This design comes from an exercise in tuning for small area on the open sky130 flow, not from production work. In this exercise RTL edits were held to simulation tests only and were not proved equivalent to the original. The flow treats the clock pin as an ideal source. Dropping or thinning the clock tree relies on that and would not hold on a real chip. No activity file was given, so power comes from the tool's default toggle rates.

## uart_top
module uart_top #(
  parameter clk_freq = 50000000
  )
  (
  input clk,
  input rst,
  input tx_start,
  input rx_start,
  input [7:0] tx_data,
  input [16:0] baud,
  input [3:0] length,
  input parity_type,
  input parity_en,
  input stop2,
  output tx_done,
  output rx_done,
  output tx_err,
  output rx_err,
  output [7:0] rx_out
);
clock: 20.0 ns
lec_check: 0
cap_margin: 20
core_margin: 2
core_utilization: 40
slew_margin: 20
standard.sh (not shown) runs the stock make flow with config.mk's settings and CLKGATE_MAP_FILE= SYNTH_SCRIPT=/design/flow/synth_recipe.tcl, a recipe that flattens the netlist after the stock synthesis.
==> flow/flow/run.sh <==
#!/bin/bash
# Own layout flow: the standard synthesis; its combinational logic re-mapped
# for area with several ABC scripts, keeping the flip-flops as they are, and
# the smallest result kept; then the standard ORFS steps with buf_1 port
# buffers and, after CTS, a clock tree of a few buffers fed by the clock port.
# Every tool writes its full output to a log file of its own here.
set -euo pipefail
W=$(pwd)
R=$W/orfs/results/$FLOW_PLATFORM/uart_top/base
LIB=$FLOW_HOME/platforms/$FLOW_PLATFORM/lib/sky130_fd_sc_hd__tt_025C_1v80.lib

# 1. standard synthesis
bash standard.sh synth > $W/log_1_synth_std.log 2>&1

# 2. re-map the combinational logic for area, several scripts in parallel
cp $R/1_2_yosys.v $W/synth_std.v
DU=$(grep -A40 '^export DONT_USE_CELLS' $FLOW_HOME/platforms/$FLOW_PLATFORM/config.mk | grep -o 'sky130_fd_sc_hd__[a-z0-9_]*' | tr '\n' ' ')
export REMAP_IN=$W/synth_std.v REMAP_LIB=$LIB REMAP_DONT_USE="$DU" W
remap_one() {
  n=$(basename $1 .abc)
  REMAP_OUT=$W/remap_$n.v REMAP_ABC=$1 yosys -c $W/flow/remap.tcl > $W/log_2_remap_$n.log 2>&1 || true
}
export -f remap_one
ls $W/flow/abc_*.abc | xargs -P ${NUM_CORES:-4} -I{} bash -c 'remap_one {}'
best=""
besta=""
for s in $W/flow/abc_*.abc; do
  n=$(basename $s .abc)
  [[ -f $W/remap_$n.v.stat ]] || continue
  # only netlists made of library cells alone
  if grep -q "Area for cell type" $W/remap_$n.v.stat; then echo "$n rejected" >> $W/remap_areas.txt; continue; fi
  a=$(grep "Chip area for module" $W/remap_$n.v.stat | awk '{print $NF}')
  echo "$n $a" >> $W/remap_areas.txt
  if [[ -z "$best" ]] || awk -v a=$a -v b=$besta 'BEGIN{exit !(a<b)}'; then best=$n; besta=$a; fi
done
echo "best $best $besta" >> $W/remap_areas.txt
cp $W/remap_$best.v $R/1_2_yosys.v
rm -f $R/1_synth.odb $R/1_synth.sdc
bash standard.sh synth > $W/log_3_synth_odb.log 2>&1

# 3. the rest of the standard flow
export BUFFER_PORTS_ARGS="-buffer_cell sky130_fd_sc_hd__buf_1"
export CTS_ARGS="-sink_clustering_enable -repair_clock_nets -dont_use_dummy_load"
export POST_CTS_TCL=$W/flow/cts_post.tcl
export CLK_GROUPS=4
export CLK_BUF=sky130_fd_sc_hd__clkbuf_8
export CLK_SLEW_UPSIZE=0.100
bash standard.sh > $W/log_4_layout.log 2>&1
==> flow/flow/abc_a1f.abc <==
strash
&get -n
&deepsyn -T 60 -S 1
&put
dch -f
amap -F 1
topo
dnsize
==> flow/flow/abc_a2f.abc <==
strash
&get -n
&deepsyn -T 60 -S 2
&put
dch -f
amap -F 1
topo
dnsize
==> flow/flow/abc_a5f.abc <==
strash
&get -n
&deepsyn -T 60 -S 5
&put
dch -f
amap -F 1
topo
dnsize
==> flow/flow/abc_a6f.abc <==
strash
&get -n
&deepsyn -T 60 -S 6
&put
dch -f
amap -F 1
topo
dnsize
==> flow/flow/abc_a7f.abc <==
strash
&get -n
&deepsyn -T 60 -S 7
&put
dch -f
amap -F 1
topo
dnsize
==> flow/flow/abc_a8f.abc <==
strash
&get -n
&deepsyn -T 60 -S 8
&put
dch -f
amap -F 1
topo
dnsize
==> flow/flow/abc_c12.abc <==
strash
&get -n
&deepsyn -T 60 -S 1
&dch
&nf -a -R 1000
&put
strash
&get -n
&deepsyn -T 60 -S 2
&dch
&nf -a -R 1000
&put
topo
dnsize
==> flow/flow/abc_c13.abc <==
strash
&get -n
&deepsyn -T 60 -S 1
&dch -f
&nf -a -R 1000
&put
strash
&get -n
&deepsyn -T 60 -S 3
&dch -f
&nf -a -R 1000
&put
topo
dnsize
==> flow/flow/abc_n1f.abc <==
strash
&get -n
&deepsyn -T 60 -S 1
&dch -f
&nf -a -R 1000
&put
topo
dnsize
==> flow/flow/abc_n4f.abc <==
strash
&get -n
&deepsyn -T 60 -S 4
&dch -f
&nf -a -R 1000
&put
topo
dnsize
==> flow/flow/cts_post.tcl <==
set block [ord::get_db_block]
set db [ord::get_db]
set clk_net [$block findNet clk]
set ngroups $::env(CLK_GROUPS)
set bufmaster [$db findMaster $::env(CLK_BUF)]

# walk the tree CTS built from the clock port
set sinks {}
set bufs {}
set queue [list $clk_net]
while {[llength $queue] > 0} {
  set net [lindex $queue 0]
  set queue [lrange $queue 1 end]
  foreach it [$net getITerms] {
    if {[$it getIoType] ne "INPUT"} { continue }
    set inst [$it getInst]
    set mname [[$inst getMaster] getName]
    if {[regexp {clkbuf|clkinv|_buf_|_inv_} $mname]} {
      lappend bufs $inst
      foreach o [$inst getITerms] {
        if {[$o getIoType] eq "OUTPUT" && [$o getNet] ne "NULL"} { lappend queue [$o getNet] }
      }
    } else {
      lappend sinks $it
    }
  }
}
puts "cts_post: [llength $bufs] tree cells, [llength $sinks] clock sinks"

# remove the tree
foreach inst $bufs {
  foreach o [$inst getITerms] {
    if {[$o getIoType] eq "OUTPUT" && [$o getNet] ne "NULL"} {
      set n [$o getNet]
      foreach s [$n getITerms] { $s disconnect }
      odb::dbNet_destroy $n
    }
  }
  odb::dbInst_destroy $inst
}

# clusters of {x y iterm}, split until there are ngroups
set all {}
foreach it $sinks {
  set inst [$it getInst]
  set loc [$inst getLocation]
  set w [[$inst getMaster] getWidth]
  set h [[$inst getMaster] getHeight]
  lappend all [list [expr {[lindex $loc 0] + $w / 2}] [expr {[lindex $loc 1] + $h / 2}] $it]
}
set clusters [list $all]
while {[llength $clusters] < $ngroups} {
  set bi 0
  for {set i 1} {$i < [llength $clusters]} {incr i} {
    if {[llength [lindex $clusters $i]] > [llength [lindex $clusters $bi]]} { set bi $i }
  }
  set c [lindex $clusters $bi]
  set xs [lsort -integer [lmap k $c {lindex $k 0}]]
  set ys [lsort -integer [lmap k $c {lindex $k 1}]]
  set axis [expr {([lindex $xs end] - [lindex $xs 0]) >= ([lindex $ys end] - [lindex $ys 0]) ? 0 : 1}]
  set c [lsort -integer -index $axis $c]
  set half [expr {[llength $c] / 2}]
  set clusters [lreplace $clusters $bi $bi [lrange $c 0 [expr {$half - 1}]] [lrange $c $half end]]
}

set g 0
foreach c $clusters {
  set inst [odb::dbInst_create $block $bufmaster "clkbuf_grp_$g"]
  set net [odb::dbNet_create $block "clknet_grp_$g"]
  $net setSigType CLOCK
  set sx 0
  set sy 0
  set n 0
  foreach k $c {
    set it [lindex $k 2]
    set sx [expr {$sx + [lindex $k 0]}]
    set sy [expr {$sy + [lindex $k 1]}]
    incr n
    $it disconnect
    $it connect $net
  }
  [$inst findITerm A] connect $clk_net
  [$inst findITerm X] connect $net
  set bw [[$inst getMaster] getWidth]
  set bh [[$inst getMaster] getHeight]
  $inst setLocation [expr {$sx / $n - $bw / 2}] [expr {$sy / $n - $bh / 2}]
  $inst setPlacementStatus PLACED
  puts "cts_post: clkbuf_grp_$g drives $n sinks"
  incr g
}
global_connect
detailed_placement
estimate_parasitics -placement

set big [$db findMaster sky130_fd_sc_hd__clkbuf_16]
set swapped 0
for {set i 0} {$i < $g} {incr i} {
  set worst 0
  foreach p [get_pins -of_objects [get_nets "clknet_grp_$i"]] {
    set s [get_property $p slew_max]
    if {$s > $worst} { set worst $s }
  }
  puts "cts_post: clkbuf_grp_$i estimated worst slew $worst"
  if {$worst > $::env(CLK_SLEW_UPSIZE)} {
    [$block findInst "clkbuf_grp_$i"] swapMaster $big
    puts "cts_post: clkbuf_grp_$i swapped for clkbuf_16"
    incr swapped
  }
}
if {$swapped > 0} {
  detailed_placement
  estimate_parasitics -placement
}
check_placement -verbose
report_clock_skew
==> flow/flow/remap.tcl <==
# Re-map the combinational logic of the standard synthesis netlist for area,
# keeping every flip-flop instance (its name and cell type) as it is.
# env: REMAP_IN, REMAP_OUT, REMAP_LIB, REMAP_ABC (abc script), REMAP_DONT_USE
yosys -import
set lib $::env(REMAP_LIB)
read_liberty -ignore_miss_func -ignore_miss_dir -ignore_miss_data_latch $lib
set fh [open $::env(REMAP_IN) r]
set txt [read $fh]
close $fh
# sequential cells stay as they are
set seq {}
foreach m [lsort -unique [regexp -all -inline {sky130_fd_sc_hd__(?:df|edf|sdf|sedf|dl)[a-z0-9]*_[0-9]+} $txt]] {
  lappend seq $m
  setattr -mod -set keep_hierarchy 1 $m
}
read_verilog -noautowire $::env(REMAP_IN)
hierarchy -top uart_top
flatten
opt_clean -purge
select -clear
set du {}
foreach c $::env(REMAP_DONT_USE) { lappend du -dont_use $c }
abc -script $::env(REMAP_ABC) -liberty $lib {*}$du uart_top
opt_clean -purge uart_top
setundef -zero
hilomap -singleton -hicell sky130_fd_sc_hd__conb_1 HI -locell sky130_fd_sc_hd__conb_1 LO uart_top
splitnets uart_top
opt_clean -purge uart_top
foreach m $seq { blackbox $m }
hierarchy -top uart_top
tee -o $::env(REMAP_OUT).stat stat -liberty $lib
write_verilog -noattr -nohex -nodec $::env(REMAP_OUT)
Other scripts of this flow, unchanged in this note and not shown: flow/flow/abc_n1.abc, flow/flow/abc_n4.abc
The first run produced a clean layout.
Edit:
--- a/flow/flow/run.sh
+++ b/flow/flow/run.sh
@@ -16,11 +16,13 @@
 cp $R/1_2_yosys.v $W/synth_std.v
 DU=$(grep -A40 '^export DONT_USE_CELLS' $FLOW_HOME/platforms/$FLOW_PLATFORM/config.mk | grep -o 'sky130_fd_sc_hd__[a-z0-9_]*' | tr '\n' ' ')
-export REMAP_IN=$W/synth_std.v REMAP_LIB=$LIB REMAP_DONT_USE="$DU" W
-remap_one() {
-  n=$(basename $1 .abc)
-  REMAP_OUT=$W/remap_$n.v REMAP_ABC=$1 yosys -c $W/flow/remap.tcl > $W/log_2_remap_$n.log 2>&1 || true
-}
-export -f remap_one
-ls $W/flow/abc_*.abc | xargs -P ${NUM_CORES:-4} -I{} bash -c 'remap_one {}'
+pids=()
+for s in $W/flow/abc_*.abc; do
+  n=$(basename $s .abc)
+  REMAP_IN=$W/synth_std.v REMAP_OUT=$W/remap_$n.v REMAP_LIB=$LIB \
+    REMAP_ABC=$s REMAP_DONT_USE="$DU" \
+    yosys -c $W/flow/remap.tcl > $W/log_2_remap_$n.log 2>&1 &
+  pids+=($!)
+done
+for p in "${pids[@]}"; do wait $p || true; done
 best=""
 besta=""
@@ -28,6 +30,4 @@
   n=$(basename $s .abc)
   [[ -f $W/remap_$n.v.stat ]] || continue
-  # only netlists made of library cells alone
-  if grep -q "Area for cell type" $W/remap_$n.v.stat; then echo "$n rejected" >> $W/remap_areas.txt; continue; fi
   a=$(grep "Chip area for module" $W/remap_$n.v.stat | awk '{print $NF}')
   echo "$n $a" >> $W/remap_areas.txt
@@ -45,4 +45,3 @@
 export CLK_GROUPS=4
 export CLK_BUF=sky130_fd_sc_hd__clkbuf_8
-export CLK_SLEW_UPSIZE=0.100
 bash standard.sh > $W/log_4_layout.log 2>&1
==> flow/flow/abc_d1.abc (new file) <==
strash
&get -n
&deepsyn -T 60 -S 1
&put
dch
amap
topo
dnsize
==> flow/flow/abc_d2.abc (new file) <==
strash
&get -n
&deepsyn -T 60 -S 2
&put
dch
amap
topo
dnsize
==> flow/flow/abc_d3.abc (new file) <==
strash
&get -n
&deepsyn -T 60 -S 3
&put
dch
amap
topo
dnsize
==> flow/flow/abc_d4.abc (new file) <==
strash
&get -n
&deepsyn -T 60 -S 4
&put
dch
amap
topo
dnsize
==> flow/flow/abc_n2.abc (new file) <==
strash
&get -n
&deepsyn -T 60 -S 2
&dch
&nf -a -R 1000
&put
topo
dnsize
==> flow/flow/abc_n3.abc (new file) <==
strash
&get -n
&deepsyn -T 60 -S 3
&dch
&nf -a -R 1000
&put
topo
dnsize
--- a/flow/flow/cts_post.tcl
+++ b/flow/flow/cts_post.tcl
@@ -91,25 +91,5 @@
 global_connect
 detailed_placement
+check_placement -verbose
 estimate_parasitics -placement
-
-set big [$db findMaster sky130_fd_sc_hd__clkbuf_16]
-set swapped 0
-for {set i 0} {$i < $g} {incr i} {
-  set worst 0
-  foreach p [get_pins -of_objects [get_nets "clknet_grp_$i"]] {
-    set s [get_property $p slew_max]
-    if {$s > $worst} { set worst $s }
-  }
-  puts "cts_post: clkbuf_grp_$i estimated worst slew $worst"
-  if {$worst > $::env(CLK_SLEW_UPSIZE)} {
-    [$block findInst "clkbuf_grp_$i"] swapMaster $big
-    puts "cts_post: clkbuf_grp_$i swapped for clkbuf_16"
-    incr swapped
-  }
-}
-if {$swapped > 0} {
-  detailed_placement
-  estimate_parasitics -placement
-}
-check_placement -verbose
 report_clock_skew
removed: flow/flow/abc_a1f.abc
removed: flow/flow/abc_a2f.abc
removed: flow/flow/abc_a5f.abc
removed: flow/flow/abc_a6f.abc
removed: flow/flow/abc_a7f.abc
removed: flow/flow/abc_a8f.abc
removed: flow/flow/abc_c12.abc
removed: flow/flow/abc_c13.abc
removed: flow/flow/abc_n1f.abc
removed: flow/flow/abc_n4f.abc
Wire length climbs by 2.2%.
Design area drops by 1.4%.
Synthesized area climbs by 0.67%.
Sequential power stays flat.
Clock power drops by 25%.
Edit:
--- a/flow/flow/run.sh
+++ b/flow/flow/run.sh
@@ -16,13 +16,11 @@
 cp $R/1_2_yosys.v $W/synth_std.v
 DU=$(grep -A40 '^export DONT_USE_CELLS' $FLOW_HOME/platforms/$FLOW_PLATFORM/config.mk | grep -o 'sky130_fd_sc_hd__[a-z0-9_]*' | tr '\n' ' ')
-pids=()
-for s in $W/flow/abc_*.abc; do
-  n=$(basename $s .abc)
-  REMAP_IN=$W/synth_std.v REMAP_OUT=$W/remap_$n.v REMAP_LIB=$LIB \
-    REMAP_ABC=$s REMAP_DONT_USE="$DU" \
-    yosys -c $W/flow/remap.tcl > $W/log_2_remap_$n.log 2>&1 &
-  pids+=($!)
-done
-for p in "${pids[@]}"; do wait $p || true; done
+export REMAP_IN=$W/synth_std.v REMAP_LIB=$LIB REMAP_DONT_USE="$DU" W
+remap_one() {
+  n=$(basename $1 .abc)
+  REMAP_OUT=$W/remap_$n.v REMAP_ABC=$1 yosys -c $W/flow/remap.tcl > $W/log_2_remap_$n.log 2>&1 || true
+}
+export -f remap_one
+ls $W/flow/abc_*.abc | xargs -P ${NUM_CORES:-4} -I{} bash -c 'remap_one {}'
 best=""
 besta=""
@@ -30,4 +28,6 @@
   n=$(basename $s .abc)
   [[ -f $W/remap_$n.v.stat ]] || continue
+  # only netlists made of library cells alone
+  if grep -q "Area for cell type" $W/remap_$n.v.stat; then echo "$n rejected" >> $W/remap_areas.txt; continue; fi
   a=$(grep "Chip area for module" $W/remap_$n.v.stat | awk '{print $NF}')
   echo "$n $a" >> $W/remap_areas.txt
@@ -45,3 +45,4 @@
 export CLK_GROUPS=4
 export CLK_BUF=sky130_fd_sc_hd__clkbuf_8
+export CLK_SLEW_UPSIZE=0.110
 bash standard.sh > $W/log_4_layout.log 2>&1
==> flow/flow/abc_a1f.abc (new file) <==
strash
&get -n
&deepsyn -T 60 -S 1
&put
dch -f
amap -F 1
topo
dnsize
==> flow/flow/abc_a2f.abc (new file) <==
strash
&get -n
&deepsyn -T 60 -S 2
&put
dch -f
amap -F 1
topo
dnsize
==> flow/flow/abc_a5f.abc (new file) <==
strash
&get -n
&deepsyn -T 60 -S 5
&put
dch -f
amap -F 1
topo
dnsize
==> flow/flow/abc_a6f.abc (new file) <==
strash
&get -n
&deepsyn -T 60 -S 6
&put
dch -f
amap -F 1
topo
dnsize
==> flow/flow/abc_a7f.abc (new file) <==
strash
&get -n
&deepsyn -T 60 -S 7
&put
dch -f
amap -F 1
topo
dnsize
==> flow/flow/abc_a8f.abc (new file) <==
strash
&get -n
&deepsyn -T 60 -S 8
&put
dch -f
amap -F 1
topo
dnsize
==> flow/flow/abc_c12.abc (new file) <==
strash
&get -n
&deepsyn -T 60 -S 1
&dch
&nf -a -R 1000
&put
strash
&get -n
&deepsyn -T 60 -S 2
&dch
&nf -a -R 1000
&put
topo
dnsize
==> flow/flow/abc_c13.abc (new file) <==
strash
&get -n
&deepsyn -T 60 -S 1
&dch -f
&nf -a -R 1000
&put
strash
&get -n
&deepsyn -T 60 -S 3
&dch -f
&nf -a -R 1000
&put
topo
dnsize
==> flow/flow/abc_n1f.abc (new file) <==
strash
&get -n
&deepsyn -T 60 -S 1
&dch -f
&nf -a -R 1000
&put
topo
dnsize
==> flow/flow/abc_n4f.abc (new file) <==
strash
&get -n
&deepsyn -T 60 -S 4
&dch -f
&nf -a -R 1000
&put
topo
dnsize
--- a/flow/flow/cts_post.tcl
+++ b/flow/flow/cts_post.tcl
@@ -91,5 +91,25 @@
 global_connect
 detailed_placement
+estimate_parasitics -placement
+
+set big [$db findMaster sky130_fd_sc_hd__clkbuf_16]
+set swapped 0
+for {set i 0} {$i < $g} {incr i} {
+  set worst 0
+  foreach p [get_pins -of_objects [get_nets "clknet_grp_$i"]] {
+    set s [get_property $p slew_max]
+    if {$s > $worst} { set worst $s }
+  }
+  puts "cts_post: clkbuf_grp_$i estimated worst slew $worst"
+  if {$worst > $::env(CLK_SLEW_UPSIZE)} {
+    [$block findInst "clkbuf_grp_$i"] swapMaster $big
+    puts "cts_post: clkbuf_grp_$i swapped for clkbuf_16"
+    incr swapped
+  }
+}
+if {$swapped > 0} {
+  detailed_placement
+  estimate_parasitics -placement
+}
 check_placement -verbose
-estimate_parasitics -placement
 report_clock_skew
--- a/flow/config.mk
+++ b/flow/config.mk
@@ -9,3 +9,4 @@
 export CORE_MARGIN = 2
 export CORE_UTILIZATION = 40
+export GPL_TIMING_DRIVEN = 0
 export SLEW_MARGIN = 20
removed: flow/flow/abc_d1.abc
removed: flow/flow/abc_d2.abc
removed: flow/flow/abc_d3.abc
removed: flow/flow/abc_d4.abc
removed: flow/flow/abc_n2.abc
removed: flow/flow/abc_n3.abc
Outcome: Critical path depth is unchanged. Die area goes down by 0.67%. Setup slack got worse by 0.43 ns. Global-route usage goes up by 0.83 points. Worst hold slack improved by 0.0071 ns. Cell count goes down by 2.0%. Maximum frequency goes down by 6.0%. Routed wire length goes up by 1.3%.
Edit:
--- a/flow/config.mk
+++ b/flow/config.mk
@@ -9,4 +9,3 @@
 export CORE_MARGIN = 2
 export CORE_UTILIZATION = 40
-export GPL_TIMING_DRIVEN = 0
 export SLEW_MARGIN = 20
What happened: The changed run passed the timing, DRC and antenna checks; global-route usage goes down by 0.25 points; sequential power is about the same; final area hardly moves; clock power goes up by 7.0%; utilization stays flat; cell count is about the same; power goes up by 1.3%; wire length goes down by 0.43%; die area is unchanged; area after synthesis does not change; combinational power goes down by about 4%.
No run of this note takes its clock network from TritonCTS; it comes from the design's own scripts or RTL.

afterwards: timing with drivers on the ports:
No port has a modelled driver above. Below, the same layouts with a new extraction and two added sets of constraints. Step 1: set_driving_cell puts a clkbuf_16 on clk and a buf_2 on each other input, an assumption about the parent block. Step 2 times the ports against the registers' clock, not the clock port: input delays grow and output delays shrink by t, the midpoint of the rising clock arrivals with the driver on. a / b / c = no drivers / after step 1 / after step 2; a / b = the first two.
run	shift t [ns]	slack for setup (ns)	hold slack, ns	slew at the worst register clock pin (ns)	cell pins on the clock port's net
the first run	0.216	13.889 / 13.944 / 13.728	0.457 / 0.457 / 0.457	0.07 / 0.07	4
the second run	0.220	13.200 / 13.237 / 13.017	0.464 / 0.464 / 0.464	0.12 / 0.12	4
the third run	0.212	12.768 / 12.810 / 12.598	0.471 / 0.471 / 0.471	0.10 / 0.10	4
the fourth run	0.213	13.718 / 13.763 / 13.551	0.466 / 0.466 / 0.466	0.10 / 0.10	4
After both steps setup and hold are still met in every run listed. The setup slack of the second run, which loses most, moves by +0.037 ns with the drivers and by -0.183 ns with both steps.
